Context: an optimization exercise on an open-source flow, tuned for small area, a short achievable clock period and few clock cycles. The choices shown serve that exercise and are no tape-out recipe.
Function was checked by simulation only, so behaviour that the tests miss may differ from the original.
Power and IR drop assume default switching activity.

--- flow/config.mk ---
export PLATFORM = sky130hd
export DESIGN_NAME = KANADE32
export DESIGN_NICKNAME = KANADE32
export VERILOG_FILES = /design/flow/design.v
export SDC_FILE = /design/flow/constraint.sdc
export NUM_CORES = 4
export LEC_CHECK = 0
export CAP_MARGIN = 20
export CORE_MARGIN = 2
export CORE_UTILIZATION = 40
export SLEW_MARGIN = 20
--- flow/constraint.sdc ---
create_clock -name core_clock -period 8.0 [get_ports {clk}]
set_input_delay 1.6000 -clock core_clock [delete_from_list [all_inputs] [get_ports {clk}]]
set_output_delay 1.6000 -clock core_clock [all_outputs]
set_load 0.01 [all_outputs]
--- flow/design.v ---
module REGFILE(
    input clk,
    input reset_n,
    input we,
    input [4:0] waddr,
    input [31:0] wdata,
    input [4:0] raddr0,
    input [4:0] raddr1,
    output [31:0] rdata0,
    output [31:0] rdata1
);
reg [31:1] valid;
wire [31:0] rword [0:31];
wire [31:0] vbits = {valid, 1'b0};
assign rword[0] = 32'h0;
genvar i;
generate
    for (i = 1; i < 32; i = i + 1) begin : g_r
        reg [31:0] q;
        always @(posedge clk) begin
            if (we && waddr == i)
                q <= wdata;
        end
        assign rword[i] = q;
    end
endgenerate
always @(posedge clk) begin
    if (!reset_n)
        valid <= 31'h0;
    else if (we && waddr != 5'd0)
        valid[waddr] <= 1'b1;
end
assign rdata0 = rword[raddr0] & {32{vbits[raddr0]}};
assign rdata1 = rword[raddr1] & {32{vbits[raddr1]}};
endmodule
module KANADE32(
    input reset_n,
    input clk,
    output [29:0] mem_addr,
    output [31:0] mem_wdata,
    output mem_we,
    input [31:0] mem_rdata
);
reg [31:0] fpc;         
reg        d_valid;     
reg        e_valid;
reg [31:0] e_a, e_b;    
reg        e_fa, e_fb;  
reg        e_la, e_lb;  
reg [15:0] e_imm;
reg [31:0] e_tgt;       
reg [4:0]  e_dst;
reg        e_we;        
reg        e_use_imm;
reg        e_sub;
reg [2:0]  e_rsel;      
reg        e_load, e_store;
reg        e_br, e_jmp, e_jr;
reg [1:0]  e_cond;      
reg [31:0] w_res;
reg [4:0]  w_dst;
reg        w_we;
reg        w_load;
localparam R_SUM = 3'd0, R_AND = 3'd1, R_OR = 3'd2, R_XOR = 3'd3,
           R_NOR = 3'd4, R_SLT = 3'd5, R_SLTU = 3'd6;
wire [31:0] ins = mem_rdata;
wire [5:0] op = ins[31:26];
wire [4:0] rs = ins[25:21];
wire [4:0] rt = ins[20:16];
wire [4:0] rd = ins[15:11];
wire [5:0] fn = ins[5:0];
reg        d_we, d_use_imm, d_sub, d_load, d_store, d_br, d_jmp, d_jr, d_jal;
reg        d_use_rs, d_use_rt;
reg [2:0]  d_rsel;
reg [4:0]  d_dst;
always @* begin
    d_we = 1'b0; d_use_imm = 1'b0; d_sub = 1'b0; d_load = 1'b0; d_store = 1'b0;
    d_br = 1'b0; d_jmp = 1'b0; d_jr = 1'b0; d_jal = 1'b0;
    d_use_rs = 1'b1; d_use_rt = 1'b0;
    d_rsel = R_SUM; d_dst = rt;
    case (op)
        6'h00: begin
            d_dst = rd;
            d_use_rt = 1'b1;
            case (fn)
                6'h20, 6'h21: begin d_we = 1'b1; end
                6'h22, 6'h23: begin d_we = 1'b1; d_sub = 1'b1; end
                6'h24: begin d_we = 1'b1; d_rsel = R_AND; end
                6'h25: begin d_we = 1'b1; d_rsel = R_OR; end
                6'h26: begin d_we = 1'b1; d_rsel = R_XOR; end
                6'h27: begin d_we = 1'b1; d_rsel = R_NOR; end
                6'h2A: begin d_we = 1'b1; d_sub = 1'b1; d_rsel = R_SLT; end
                6'h2B: begin d_we = 1'b1; d_sub = 1'b1; d_rsel = R_SLTU; end
                6'h08: begin d_jr = 1'b1; d_use_rt = 1'b0; end
                default: ;
            endcase
        end
        6'h01: begin d_br = 1'b1; d_sub = 1'b1; d_use_rt = 1'b1; end
        6'h02: begin d_jmp = 1'b1; d_use_rs = 1'b0; end
        6'h03: begin d_jmp = 1'b1; d_jal = 1'b1; d_use_rs = 1'b0; d_we = 1'b1;
                     d_dst = 5'd31; d_rsel = R_OR; end
        6'h04, 6'h05: begin d_br = 1'b1; d_use_rt = 1'b1; end
        6'h06: begin d_br = 1'b1; d_sub = 1'b1; d_use_rt = 1'b1; end
        6'h08, 6'h09: begin d_we = 1'b1; d_use_imm = 1'b1; end
        6'h0A: begin d_we = 1'b1; d_use_imm = 1'b1; d_sub = 1'b1; d_rsel = R_SLT; end
        6'h0B: begin d_we = 1'b1; d_use_imm = 1'b1; d_sub = 1'b1; d_rsel = R_SLTU; end
        6'h0C: begin d_we = 1'b1; d_use_imm = 1'b1; d_rsel = R_AND; end
        6'h0D: begin d_we = 1'b1; d_use_imm = 1'b1; d_rsel = R_OR; end
        6'h0E: begin d_we = 1'b1; d_use_imm = 1'b1; d_rsel = R_XOR; end
        6'h23: begin d_we = 1'b1; d_use_imm = 1'b1; d_load = 1'b1; end
        6'h2B: begin d_use_imm = 1'b1; d_store = 1'b1; d_use_rt = 1'b1; end
        default: ;
    endcase
end
wire [31:0] rf_a, rf_b;
wire [31:0] rdata_w = w_load ? mem_rdata : w_res;
REGFILE rf(
    .clk(clk),
    .reset_n(reset_n),
    .we(w_we),
    .waddr(w_dst),
    .wdata(rdata_w),
    .raddr0(rs),
    .raddr1(rt),
    .rdata0(rf_a),
    .rdata1(rf_b)
);
wire byp_a = w_we && (w_dst == rs);
wire byp_b = w_we && (w_dst == rt);
wire [31:0] d_a = d_jal ? fpc : (byp_a ? w_res : rf_a);
wire [31:0] d_b = d_jal ? 32'h0 : (byp_b ? w_res : rf_b);
wire hit_a = e_valid && e_we && (e_dst == rs) && d_use_rs;
wire hit_b = e_valid && e_we && (e_dst == rt) && d_use_rt;
wire [31:0] d_boff = {{14{ins[15]}}, ins[15:0], 2'b00};
wire [31:0] d_tgt = d_br ? (fpc + d_boff)
                  : {(d_jal ? 4'b0000 : fpc[31:28]), ins[25:0], 2'b00};
wire e_stall = e_la | e_lb;
wire e_go = e_valid & ~e_stall;
wire [31:0] A = e_fa ? w_res : e_a;
wire [31:0] B = e_fb ? w_res : e_b;
wire [31:0] imm32 = {{16{e_imm[15]}}, e_imm};
wire [31:0] B2 = e_use_imm ? imm32 : B;
wire [31:0] B2x = e_sub ? ~B2 : B2;
wire [32:0] sum33 = {1'b0, A} + {1'b0, B2x} + {32'h0, e_sub};
wire [31:0] sum = sum33[31:0];
wire ltu = ~sum33[32];
wire lts = (A[31] ^ B2[31]) ? A[31] : sum[31];
wire eq = (A == B);
reg [31:0] result;
always @* begin
    case (e_rsel)
        R_AND: result = A & B2;
        R_OR: result = A | B2;
        R_XOR: result = A ^ B2;
        R_NOR: result = ~(A | B2);
        R_SLT: result = {31'h0, lts};
        R_SLTU: result = {31'h0, ltu};
        default: result = sum;
    endcase
end
reg cond;
always @* begin
    case (e_cond)
        2'd0: cond = eq;
        2'd1: cond = ~eq;
        2'd2: cond = lts;
        default: cond = lts | eq;
    endcase
end
wire e_mem = e_go & (e_load | e_store);
wire redirect = e_go & (e_jmp | e_jr | (e_br & cond));
wire [31:0] tgt = e_jr ? A : e_tgt;
wire [31:0] nfa = redirect ? tgt : fpc;
assign mem_addr = e_mem ? sum[31:2] : nfa[31:2];
assign mem_we = e_go & e_store;
assign mem_wdata = B;
always @(posedge clk) begin
    if (!reset_n) begin
        fpc <= 32'h0;
        d_valid <= 1'b0;
        e_valid <= 1'b0;
        e_la <= 1'b0;
        e_lb <= 1'b0;
        w_we <= 1'b0;
        w_load <= 1'b0;
    end else begin
        if (!e_mem) fpc <= nfa + 32'd4;
        d_valid <= ~e_mem;
        if (e_stall) begin
            if (e_la) e_a <= mem_rdata;
            if (e_lb) e_b <= mem_rdata;
            e_la <= 1'b0;
            e_lb <= 1'b0;
        end else begin
            e_valid <= d_valid & ~redirect;
            e_a <= d_a;
            e_b <= d_b;
            e_fa <= hit_a & ~e_load;
            e_fb <= hit_b & ~e_load;
            e_la <= d_valid & ~redirect & hit_a & e_load;
            e_lb <= d_valid & ~redirect & hit_b & e_load;
            e_imm <= ins[15:0];
            e_tgt <= d_tgt;
            e_dst <= d_dst;
            e_we <= d_we & (d_dst != 5'd0);
            e_use_imm <= d_use_imm;
            e_sub <= d_sub;
            e_rsel <= d_rsel;
            e_load <= d_load;
            e_store <= d_store;
            e_br <= d_br;
            e_jmp <= d_jmp;
            e_jr <= d_jr;
            e_cond <= (op == 6'h04) ? 2'd0 : (op == 6'h05) ? 2'd1 :
                      (op == 6'h01) ? 2'd2 : 2'd3;
        end
        w_res <= result;
        w_dst <= e_dst;
        w_we <= e_go & e_we;
        w_load <= e_go & e_load;
    end
end
endmodule
--- flow/run.sh ---
#!/bin/bash
# synth_recipe.tcl (not shown) runs the flow's synth.tcl, then flattens the netlist and writes it again
# the make line also repeats each setting of config.mk as NAME=value (left out here)
make -C /OpenROAD-flow-scripts/flow DESIGN_CONFIG=/design/flow/config.mk WORK_HOME=/design/flow/orfs CLKGATE_MAP_FILE= SYNTH_SCRIPT=/design/flow/synth_recipe.tcl finish
==> results.yml <==
detailed_routing:
  route.detailed.drc: 0
  vias_per_cell: 7.35
  route.vias.total: 53997
  ant_nets: 0
  first_iter_violations: 12272
  detail_route.wl_per_cell_microns: 40.7
  wl_microns: 299000
  first_pass_iters: 11
placement:
  hpwl_microns: 181000
  dp_cells: 7093
  place_ws_ps: 679
  io_buffers: 96
  gp_congestion: 0.972
yosys:
  synthFlopType: "edfxtp_1"
  synth_top_area_share: 0.562
  synth_edf_count: 1161
  synthArstFlopShare: 0
  synthTopCellsByArea: "edfxtp_1 56%, a221oi_1 4.6%, a22o_1 4.4%, a22oi_1 3.3%, ha_1 2.8%"
  netlist_instances: 5089
  ys_ff_latch: 1230
  syn-num-nets: 5262
  yosysWarnings: 2
  yosys.area.top_type: "edfxtp_1"
  synth_cell_type_count: 83
  synth_area_per_cell_sq_um: 12.2
  seq_area_frac_synth: 0.584
  syn_area_sq_mm: 0.0621
timing:
  hold_viol: 0
  fmax_mhz: 128
  tns_ps: 0
  worstMarginPinSlew_ps: 1300
  fin_crit_ps: 7840
  setup_ws_ps: 162
  final-setup-viol-count: 0
  relSlewSlack: 0.130
  rsz0062_at_grt: "false"
  finalClockSkew_ps: 45.1
  finalMaxSlewViolations: 0
  fin_crit_sh: 0.980
worst_setup_path:
  r2r-start: "e_fb$_DFFE_PP_"
  critPathMaxFanout: 8
  critPathRequiredTime_ps: 6400
  start_kind: "flip-flop"
  rr_endpoint: "fpc[30]$_SDFFE_PN0N_"
  regToRegSetupSlack_ps: 1070
  critPathCaptureType: "output port"
  crit_type: "flip-flop to output port"
  startpoint: "e_fb$_DFFE_PP_"
  reg2reg_depth: 26
  cp-endpoint: "mem_addr[28]"
  cp_data_arrival_time_ps: 6240
global_route:
  grt_overflow: 0
  grt_pass1_wl_microns: 404000
  grt_pass1_vias: 49971
  grt_max_degree: 78
  grt_usage: 0.366
  antenna_found_initial: 21
clocking:
  ctsResizeCount: 0
  cts_tree: "yes"
  htree_levels: 4
  numCtsBuffers: 134
  cts_root_buf: "clkbuf_16"
  cts.clk_slew.worst_paths_ps: 60
  clk_latency_ps: 810
  clockBufferDepth: 3
  cts_sinks: 1230
floorplanning:
  die_height_microns: 398
  dieArea_sq_mm: 0.158
  dieWidth_microns: 398
  ioPinCount: 97
  start_util: 0.403
  row_count: 144
  core-area_sq_mm: 0.154
finish:
  syn2layout_area_growth_pct: 15.1
  final_nets: 5366
  multiInputGateArea_sq_mm: 0.0248
  regArea_sq_mm: 0.0362
  nFillCells: 13748
  final_common_cell: "edfxtp_1"
  mostFrequentLayoutCells: "1161 x edfxtp_1, 324 x a221oi_1, 313 x a22o_1"
  drive_gt1_frac: 0.128
  layout.cells.non_filler: 7348
flow_run:
  maxCapViolations: 0
power_and_ir_drop:
  swShare: 0.279
  power.density_mw_per_mm2: 229
  leakagePower_nw: 24.1
  combPwrFrac: 0.147
  power_frac_seq: 0.457
  max-vdd-ir-drop_v: 0.000228
  clockPowerShare: 0.396
  switchingPower_mw: 4.57
  p_int_mw: 11.8
outcome:
  outcome: "finished clean"
hold_path:
  hold_class: "flip-flop to flip-flop"
## synth_stat cells, types with 69 or more instances
library cell	number
o21ai_0	231
mux2i_1	105
clkbuf_1	296
a21oi_1	174
nand3_1	196
nor3_1	94
edfxtp_1	1161
inv_1	116
ha_1	137
nand2_1	254
nor2_1	338
a22oi_1	275
nand4_1	89
xnor2_1	113
dfxtp_1	69
a221oi_1	324
a22o_1	313
mux2_2	79
## worst min-delay path by stage
stage,startpoint,to,depth (start not counted)
3_3_place_gp,fpc[0]$_SDFFE_PN0P_,fpc[0]$_SDFFE_PN0P_,2
5_1_grt,rf.valid[27]$_SDFFE_PN0P_,rf.valid[27]$_SDFFE_PN0P_,1
3_5_place_dp,fpc[1]$_SDFFE_PN0P_,fpc[1]$_SDFFE_PN0P_,2
6_report,fpc[1]$_SDFFE_PN0P_,fpc[1]$_SDFFE_PN0P_,2
2_1_floorplan,fpc[0]$_SDFFE_PN0P_,fpc[0]$_SDFFE_PN0P_,2
4_1_cts,fpc[1]$_SDFFE_PN0P_,fpc[1]$_SDFFE_PN0P_,2
## flip-flops by register name (all words and copies together) (netlist names), 5 cells and up
| register | flops |
|---|---|
| fpc | 32 |
| w_res | 32 |
| e_b | 32 |
| rf.valid | 31 |
| e_dst | 5 |
| e_tgt | 32 |
| rf.g_r.q | 992 |
| e_imm | 16 |
| w_dst | 5 |
| e_a | 32 |
## metrics by stage
stage / hold slack, ps / area [sq um] / power (mW) / utilization
4_1_cts: 475 / 71400 / 16.2 / 0.463
5_1_grt: 505 / 71400 / 16.7 / 0.464
3_3_place_gp: 458 / 66900 / 9.87 / 0.434
6_report: 477 / 71500 / 16.4 / 0.464
3_5_place_dp: 461 / 66900 / 9.88 / 0.434
2_1_floorplan: 437 / 62100 / 8.85 / -
## power by group through the flow
| stage | clock network (mW) | registers, mW | logic (mW) |
|---|---|---|---|
| floorplan | 0 | 7.50 | 1.34 |
| global placement | 0 | 7.60 | 2.27 |
| detailed placement | 0 | 7.60 | 2.28 |
| CTS | 6.46 | 7.46 | 2.29 |
| global route | 6.71 | 7.48 | 2.50 |
| finish | 6.48 | 7.47 | 2.41 |
## layer usage
metal,wire (microns),part of all wire,up-vias,global-route usage
li1,-,-,20742,-
met2,123000,0.41,5665,0.524
met5,286,0.00096,-,0.000908
met1,103000,0.34,26099,0.455
met4,23000,0.077,16,0.217
met3,50200,0.17,1475,0.163
## cell families (layout without fill, tap and decap cells)
group                    Yosys count  after routing  share of synthesized area
adder cells (fa/ha/maj)          139            139                     0.0283
AND/OR/NAND/NOR                 1189           1189                     0.0920
other                              0             12                          0
buffers and inverters            481            684                     0.0303
AO/OA/AOI/OAI                   1662           1662                      0.201
multiplexers                     207            207                     0.0388
flip-flops                      1230           1230                      0.584
XOR/XNOR                         181            181                     0.0255
## cell type report
| class | instances | share of cell area |
|---|---|---|
| inverter | 116 | 0.00609 |
| antenna | 12 | 0.000420 |
| tap | 2044 | 0.0358 |
| clock buffer | 161 | 0.0492 |
| timing repair buffer | 333 | 0.0416 |
| sequential | 1230 | 0.507 |
| clock inverter | 74 | 0.0129 |
| multi-input combinational | 3378 | 0.347 |
## worst max-delay path, cell delays in order (launching register included)
cell             delay, ps
edfxtp_1               350
buf_4                  190
mux2_2                 380
mux2i_1                290
xnor2_1                170
fa_1                   470
a21o_1                 230
a211o_1                290
a211oi_1               360
o21ai_0                250
a21oi_1                360
o311ai_0               330
o31ai_1                380
o21ai_0                210
xnor2_1                220
mux2i_1                330
clkdlybuf4s50_1        610
## what timing repair did
action	4_1_cts	5_1_grt
hold buffers	0	0
setup buffers	7	0
setup endpoints to repair	3	0
Testbench counts, summed over its fixed seeds: cycles 124,364.

## re-timing with driven ports
The results above use ideal ports. As a check the final layout listed here was re-extracted and re-timed, cells and wires unchanged.
Step 1 sets driving cells, clkbuf_16 on the clock port and buf_2 on the other inputs (assumed; they add their load-dependent delay and slew).
Step 2 also shifts input and output timing later by t, the mid clock arrival at the registers, as if the neighbouring blocks saw the same clock.
Three values: ideal, step 1, step 2; two values: the first two.
shift t [ns]: 0.861
slack for setup (ns): 0.162 / 0.084 / 0.946
slew at the worst register clock pin (ns): 0.07 / 0.07
worst data-port slew with drivers (ns): 0.10
cell pins on the clock port's net: 1
After both steps this run still meets setup and hold. The setup slack of this run moves by -0.078 ns with the drivers and by +0.784 ns with both steps.
